From an optimization exercise on the open Yosys and OpenROAD flow, aimed at small area, a short achievable clock period and few clock cycles per item; shortcuts taken in it are not production practice. Only simulation tests tie the RTL to the original design; equivalence was not proved.

==> run M <==
## exponential
module exponential(input clk, rst, start, input [15:0] _x, output done,
                   output [1:0] intpart, output [15:0] fracpart);
	reg [3:0] st;           
	reg idle;               
	reg sh0, sh1, sh2;      
	reg term;               
	reg [15:0] b, t;
	reg [17:0] b3;          
	reg [17:0] r;
	reg [6:0] u6;            
	wire go = idle & start;
	wire [3:0] nst = go ? 4'd1 : (idle | st == 4'd9) ? 4'd0 : st + 4'd1;
	always @(posedge clk or posedge rst) begin
		if (rst) begin
			st   <= 4'd0;
			idle <= 1'b1;
			sh0  <= 1'b0;
			sh1  <= 1'b0;
			sh2  <= 1'b0;
		end else begin
			st   <= nst;
			idle <= (nst == 4'd0);
			sh0  <= (nst != 4'd0) & (nst != 4'd1) & (nst != 4'd4);
			sh1  <= (nst == 4'd1);                                
			sh2  <= (nst == 4'd4);                                
		end
	end
	always @(posedge clk) begin
		term <= (nst == 4'd1) | (nst == 4'd2) | (nst == 4'd4) |
		        (nst == 4'd5) | (nst == 4'd7) | (nst == 4'd9);  
	end
	reg [15:0] bn;
	always @(*) begin
		case (nst)
			4'd3:    bn = 16'h5555;
			4'd6:    bn = 16'h3333;
			4'd8:    bn = 16'h2AAA;
			default: bn = _x;
		endcase
	end
	wire [17:0] x3_a = {2'b00, _x};
	wire [17:0] x3_b = {1'b0, _x, 1'b0};
	wire [17:0] x3_p = x3_a ^ x3_b;
	wire [17:0] x3_g = x3_a & x3_b;
	wire x3_G1 = x3_g[1] | (x3_p[1] & x3_g[0]);
	wire x3_P1 = x3_p[1] & x3_p[0];
	wire x3_G2 = x3_g[3] | (x3_p[3] & x3_g[2]);
	wire x3_P2 = x3_p[3] & x3_p[2];
	wire x3_G3 = x3_g[5] | (x3_p[5] & x3_g[4]);
	wire x3_P3 = x3_p[5] & x3_p[4];
	wire x3_G4 = x3_g[7] | (x3_p[7] & x3_g[6]);
	wire x3_P4 = x3_p[7] & x3_p[6];
	wire x3_G5 = x3_g[9] | (x3_p[9] & x3_g[8]);
	wire x3_P5 = x3_p[9] & x3_p[8];
	wire x3_G6 = x3_g[11] | (x3_p[11] & x3_g[10]);
	wire x3_P6 = x3_p[11] & x3_p[10];
	wire x3_G7 = x3_g[13] | (x3_p[13] & x3_g[12]);
	wire x3_P7 = x3_p[13] & x3_p[12];
	wire x3_G8 = x3_g[15] | (x3_p[15] & x3_g[14]);
	wire x3_P8 = x3_p[15] & x3_p[14];
	wire x3_G9 = x3_g[17] | (x3_p[17] & x3_g[16]);
	wire x3_P9 = x3_p[17] & x3_p[16];
  ...
Settings: LEC_CHECK=0, ABC_AREA=1, CAP_MARGIN=20, CORE_MARGIN=2, CORE_UTILIZATION=40, PLACE_DENSITY=0.6, SETUP_SLACK_MARGIN=3.5, SLEW_MARGIN=20, SYNTH_HIERARCHICAL=1, SYNTH_MINIMUM_KEEP_SIZE=0; clock period 9.0 ns.
run.sh (not shown) runs the stock make flow with config.mk's settings and CLKGATE_MAP_FILE= SYNTH_SCRIPT=/design/flow/synth_recipe.tcl, a recipe that flattens the netlist after the stock synthesis.
==> run Z: changes against run M <==
--- a/flow/design.v
+++ b/flow/design.v
@@ -632,15 +632,17 @@
 		else if (u6 >= 7'd22) t7 = 4'd3;
 		else if (u6 >= 7'd15) t7 = 4'd2;
 		else if (u6 >= 7'd8) t7 = 4'd1;
 		else t7 = 4'd0;
 	end
-	wire t8 = b >= 16'd62481;
-	wire [17:0] ra_a = r;
-	wire [17:0] ra_b = {2'b00, t};
-	wire [17:0] ra_p = ra_a ^ ra_b;
-	wire [17:0] ra_g = ra_a & ra_b;
+	reg t8;
+	wire [15:0] addb = idle ? {12'd0, t7} : t;
+	wire cin = idle & t8;
+	wire [18:0] ra_a = {r, cin};
+	wire [18:0] ra_b = {2'b00, addb, cin};
+	wire [18:0] ra_p = ra_a ^ ra_b;
+	wire [18:0] ra_g = ra_a & ra_b;
 	wire ra_G1 = ra_g[1] | (ra_p[1] & ra_g[0]);
 	wire ra_P1 = ra_p[1] & ra_p[0];
 	wire ra_G2 = ra_g[3] | (ra_p[3] & ra_g[2]);
 	wire ra_P2 = ra_p[3] & ra_p[2];
 	wire ra_G3 = ra_g[5] | (ra_p[5] & ra_g[4]);
@@ -695,22 +697,24 @@
 	wire ra_P27 = ra_p[12] & ra_P17;
 	wire ra_G28 = ra_g[14] | (ra_p[14] & ra_G20);
 	wire ra_P28 = ra_p[14] & ra_P20;
 	wire ra_G29 = ra_g[16] | (ra_p[16] & ra_G16);
 	wire ra_P29 = ra_p[16] & ra_P16;
-	wire [17:0] racc = ra_p ^ {ra_G29, ra_G16, ra_G28, ra_G20, ra_G27, ra_G17, ra_G26, ra_G19, ra_G25, ra_G14, ra_G24, ra_G18, ra_G23, ra_G10, ra_G22, ra_G1, ra_g[0], 1'b0};
+	wire ra_G30 = ra_g[18] | (ra_p[18] & ra_G21);
+	wire ra_P30 = ra_p[18] & ra_P21;
+	wire [18:0] rs0 = ra_p ^ {ra_G21, ra_G29, ra_G16, ra_G28, ra_G20, ra_G27, ra_G17, ra_G26, ra_G19, ra_G25, ra_G14, ra_G24, ra_G18, ra_G23, ra_G10, ra_G22, ra_G1, ra_g[0], 1'b0};
+	wire [17:0] racc = rs0[18:1];
 	always @(posedge clk) begin
-		if (go | !idle)
-			b <= bn;
+		b <= bn;
 		t <= tn;                     
-		if (st == 4'd9)
+		if (st == 4'd9) begin        
 			u6 <= tn[6:0];           
+			t8 <= b >= 16'd62481;    
+		end
 		if (go)
 			r <= 18'h0FFFF;
 		else if (term)
 			r <= racc;
 	end
-	wire [4:0]  lo = {1'b0, r[3:0]} + {1'b0, t7} + {4'd0, t8};
-	wire [13:0] hi = lo[4] ? r[17:4] + 14'd1 : r[17:4];
 	assign done = idle;
-	assign {intpart, fracpart} = {hi, lo[3:0]};
+	assign {intpart, fracpart} = racc;
 endmodule
==> run D: changes against run M <==
--- a/flow/design.v
+++ b/flow/design.v
@@ -491,11 +491,10 @@
 	reg sh0, sh1, sh2;      
 	reg term;               
 	reg [15:0] b, t;
 	reg [17:0] b3;          
 	reg [17:0] r;
-	reg [6:0] u6;            
 	wire go = idle & start;
 	wire [3:0] nst = go ? 4'd1 : (idle | st == 4'd9) ? 4'd0 : st + 4'd1;
 	always @(posedge clk or posedge rst) begin
 		if (rst) begin
 			st   <= 4'd0;
@@ -616,10 +615,11 @@
 		end
 		for (k = 1; k <= 15; k = k + 1) begin : g_t1
 			assign t1[k] = ~g_dec[16].z & (_x[k] ^ g_dec[k].z);
 		end
 	endgenerate
+	wire [6:0] u6 = t[6:0];
 	reg [3:0] t7;
 	always @(*) begin
 		if (u6 >= 7'd85) t7 = 4'd12;
 		else if (u6 >= 7'd78) t7 = 4'd11;
 		else if (u6 >= 7'd71) t7 = 4'd10;
@@ -632,11 +632,23 @@
 		else if (u6 >= 7'd22) t7 = 4'd3;
 		else if (u6 >= 7'd15) t7 = 4'd2;
 		else if (u6 >= 7'd8) t7 = 4'd1;
 		else t7 = 4'd0;
 	end
-	wire t8 = b >= 16'd62481;
+	reg t8;                 
+	always @(*) begin
+		case (t7)
+			4'd9:    t8 = b >= 16'd58255;
+			4'd10:   t8 = b >= 16'd52429;
+			4'd11:   t8 = b >= 16'd47663;
+			4'd12:   t8 = b >= 16'd43691;
+			4'd13:   t8 = b >= 16'd40330;
+			4'd14:   t8 = b >= 16'd37450;
+			4'd15:   t8 = b >= 16'd34953;
+			default: t8 = 1'b0;
+		endcase
+	end
 	wire [17:0] ra_a = r;
 	wire [17:0] ra_b = {2'b00, t};
 	wire [17:0] ra_p = ra_a ^ ra_b;
 	wire [17:0] ra_g = ra_a & ra_b;
 	wire ra_G1 = ra_g[1] | (ra_p[1] & ra_g[0]);
@@ -697,15 +709,14 @@
 	wire ra_P28 = ra_p[14] & ra_P20;
 	wire ra_G29 = ra_g[16] | (ra_p[16] & ra_G16);
 	wire ra_P29 = ra_p[16] & ra_P16;
 	wire [17:0] racc = ra_p ^ {ra_G29, ra_G16, ra_G28, ra_G20, ra_G27, ra_G17, ra_G26, ra_G19, ra_G25, ra_G14, ra_G24, ra_G18, ra_G23, ra_G10, ra_G22, ra_G1, ra_g[0], 1'b0};
 	always @(posedge clk) begin
-		if (go | !idle)
+		if (go | !idle) begin
 			b <= bn;
-		t <= tn;                     
-		if (st == 4'd9)
-			u6 <= tn[6:0];           
+			t <= tn;
+		end
 		if (go)
 			r <= 18'h0FFFF;
 		else if (term)
 			r <= racc;
 	end
Settings changed: SETUP_SLACK_MARGIN 3.5 to 3.
==> results.txt <==
Between run Z and run D, the lower sequential cell count is in run D (gap 7). The highest global-route usage belongs to run D, the lowest to run Z. Final cell count: run D > run M > run Z. The highest sequential share of layout area belongs to run M, the lowest to run D. Utilization: run M is higher than run Z (1.3 points). Of run M and run Z, run Z has the higher register-to-register slack (gap 0.05 ns). The lowest via count belongs to run Z, the highest to run D.
==> figures <==
| metric | run M | run D | run Z |
|---|---|---|---|
| Die Width | 161 um | 162 um | 159 um |
| Count of flip-flops with a built-in enable after synthesis | 23 | 32 | 8 |
| Count of vias placed by the detailed router | 9134 | 9442 | 8900 |
| Fill count | 2337 | 2415 | 2355 |
| Crit-path max FO | 7 | 6 | 4 |
| Non-clk bufs | 99 | 117 | 61 |
| Worst R2R Path Depth | 25 | 25 | 19 |
| Starting Density | 40.7% | 41.0% | 40.9% |
| Die height | 161 um | 162 um | 159 um |
| Routed length on met3 | 2670 um | 2320 um | 2370 um |
| Pre-Repair DR Iteration Count | 5 | 6 | 5 |
| Number of clock buffer instances in the layout | 10 | 9 | 12 |
| Met2 usage | 39.4% | 40.0% | 39.3% |
| Proportion of register bits with asynchronous set or reset after synthesis | 9.52% | 10.4% | 9.52% |
| Run status | complete, no violations | complete, no violations | complete, no violations |
| Post-synthesis share of cell area spent on and, or, nand and nor gates | 17.0% | 18.7% | 19.7% |
| Die Footprint | 0.0260 mm^2 | 0.0263 mm^2 | 0.0254 mm^2 |
Testbench counts of run M, summed over its fixed seeds: cycles 12,006, items 1,200.
Testbench counts of run Z, summed over its fixed seeds: cycles 12,006, items 1,200.
Testbench counts of run D, summed over its fixed seeds: cycles 12,006, items 1,200.

==> sierra <==
Another version of the RTL of exponential (not shown whole).
Design exponential, start of the top module:
module exponential(input clk, rst, start, input [15:0] _x, output done,
                   output [1:0] intpart, output [15:0] fracpart);
==> flow/config.mk <==
export PLATFORM = sky130hd
export DESIGN_NAME = exponential
export DESIGN_NICKNAME = exponential
export VERILOG_FILES = /design/flow/design.v
export SDC_FILE = /design/flow/constraint.sdc
export NUM_CORES = 4
export LEC_CHECK = 0
export CAP_MARGIN = 20
export CORE_MARGIN = 2
export CORE_UTILIZATION = 40
export PLACE_DENSITY = 0.6
export SETUP_SLACK_MARGIN = 3
export SLEW_MARGIN = 20
==> flow/constraint.sdc <==
create_clock -name core_clock -period 9.0 [get_ports {clk}]
set_input_delay 1.8000 -clock core_clock [delete_from_list [all_inputs] [get_ports {clk}]]
set_output_delay 1.8000 -clock core_clock [all_outputs]
set_load 0.01 [all_outputs]
==> xenon: changes against sierra <==
--- a/flow/config.mk
+++ b/flow/config.mk
@@ -10,4 +10,3 @@
 export CORE_UTILIZATION = 40
 export PLACE_DENSITY = 0.6
-export SETUP_SLACK_MARGIN = 3
 export SLEW_MARGIN = 20
==> comparison table <==
item                                                      xenon      sierra
Outcome                                timing/DRC/antenna clean  timing/DRC/antenna clean
Buffers inserted by post-CTS timing repair                    0          74
Worst hold margin                                      0.509 ns    0.534 ns
Startpoint of the most critical hold path                 r[16]        r[3]
Final RePlAce weighted congestion                         0.879       0.851
Reg2Reg Launch Point                                      b[13]        t[2]
Synthesis-to-layout area growth                           8.91%       19.3%
Critical-path maximum fanout                                 27          13
Crit path launch                                           t[5]        t[2]
Utilization after layout                                  44.6%       48.8%
Clock skew after layout                              0.00792 ns   0.0100 ns
# nets final                                               1590        1685
Fraction of layout cells with a size suffix above 1       3.51%       16.1%
Testbench counts of sierra, summed over its fixed seeds: cycles 12,006, items 1,200.
Testbench counts of xenon, summed over its fixed seeds: cycles 12,006, items 1,200.

## separate check: timing with driven ports
The results above use ideal ports. As a check the final layouts listed here were re-extracted and re-timed, cells and wires unchanged. Step 1: set_driving_cell puts a clkbuf_16 on clk and a buf_2 on each other input, an assumption about the parent block. Step 2 also shifts input and output timing later by t, the mid clock arrival at the registers, as if the neighbouring blocks saw the same clock. Three values: ideal, step 1, step 2; two values: the first two.
run | shift t [ns] | slack for setup (ns) | worst setup path at the end
run M | 0.384 | 3.652 / 3.620 / 3.383 | input to register
run Z | 0.378 | 3.642 / 3.600 / 3.332 | input to register
run D | 0.379 | 3.013 / 2.976 / 3.043 | input to register
sierra | 0.348 | 2.698 / 2.698 / 2.698 | register to register
xenon | 0.353 | 1.696 / 1.661 / 2.014 | register to output
After both steps setup and hold are still met in every run listed. For run Z, which loses most, drivers alone change the setup slack by -0.042 ns; drivers and shift together by -0.310 ns.
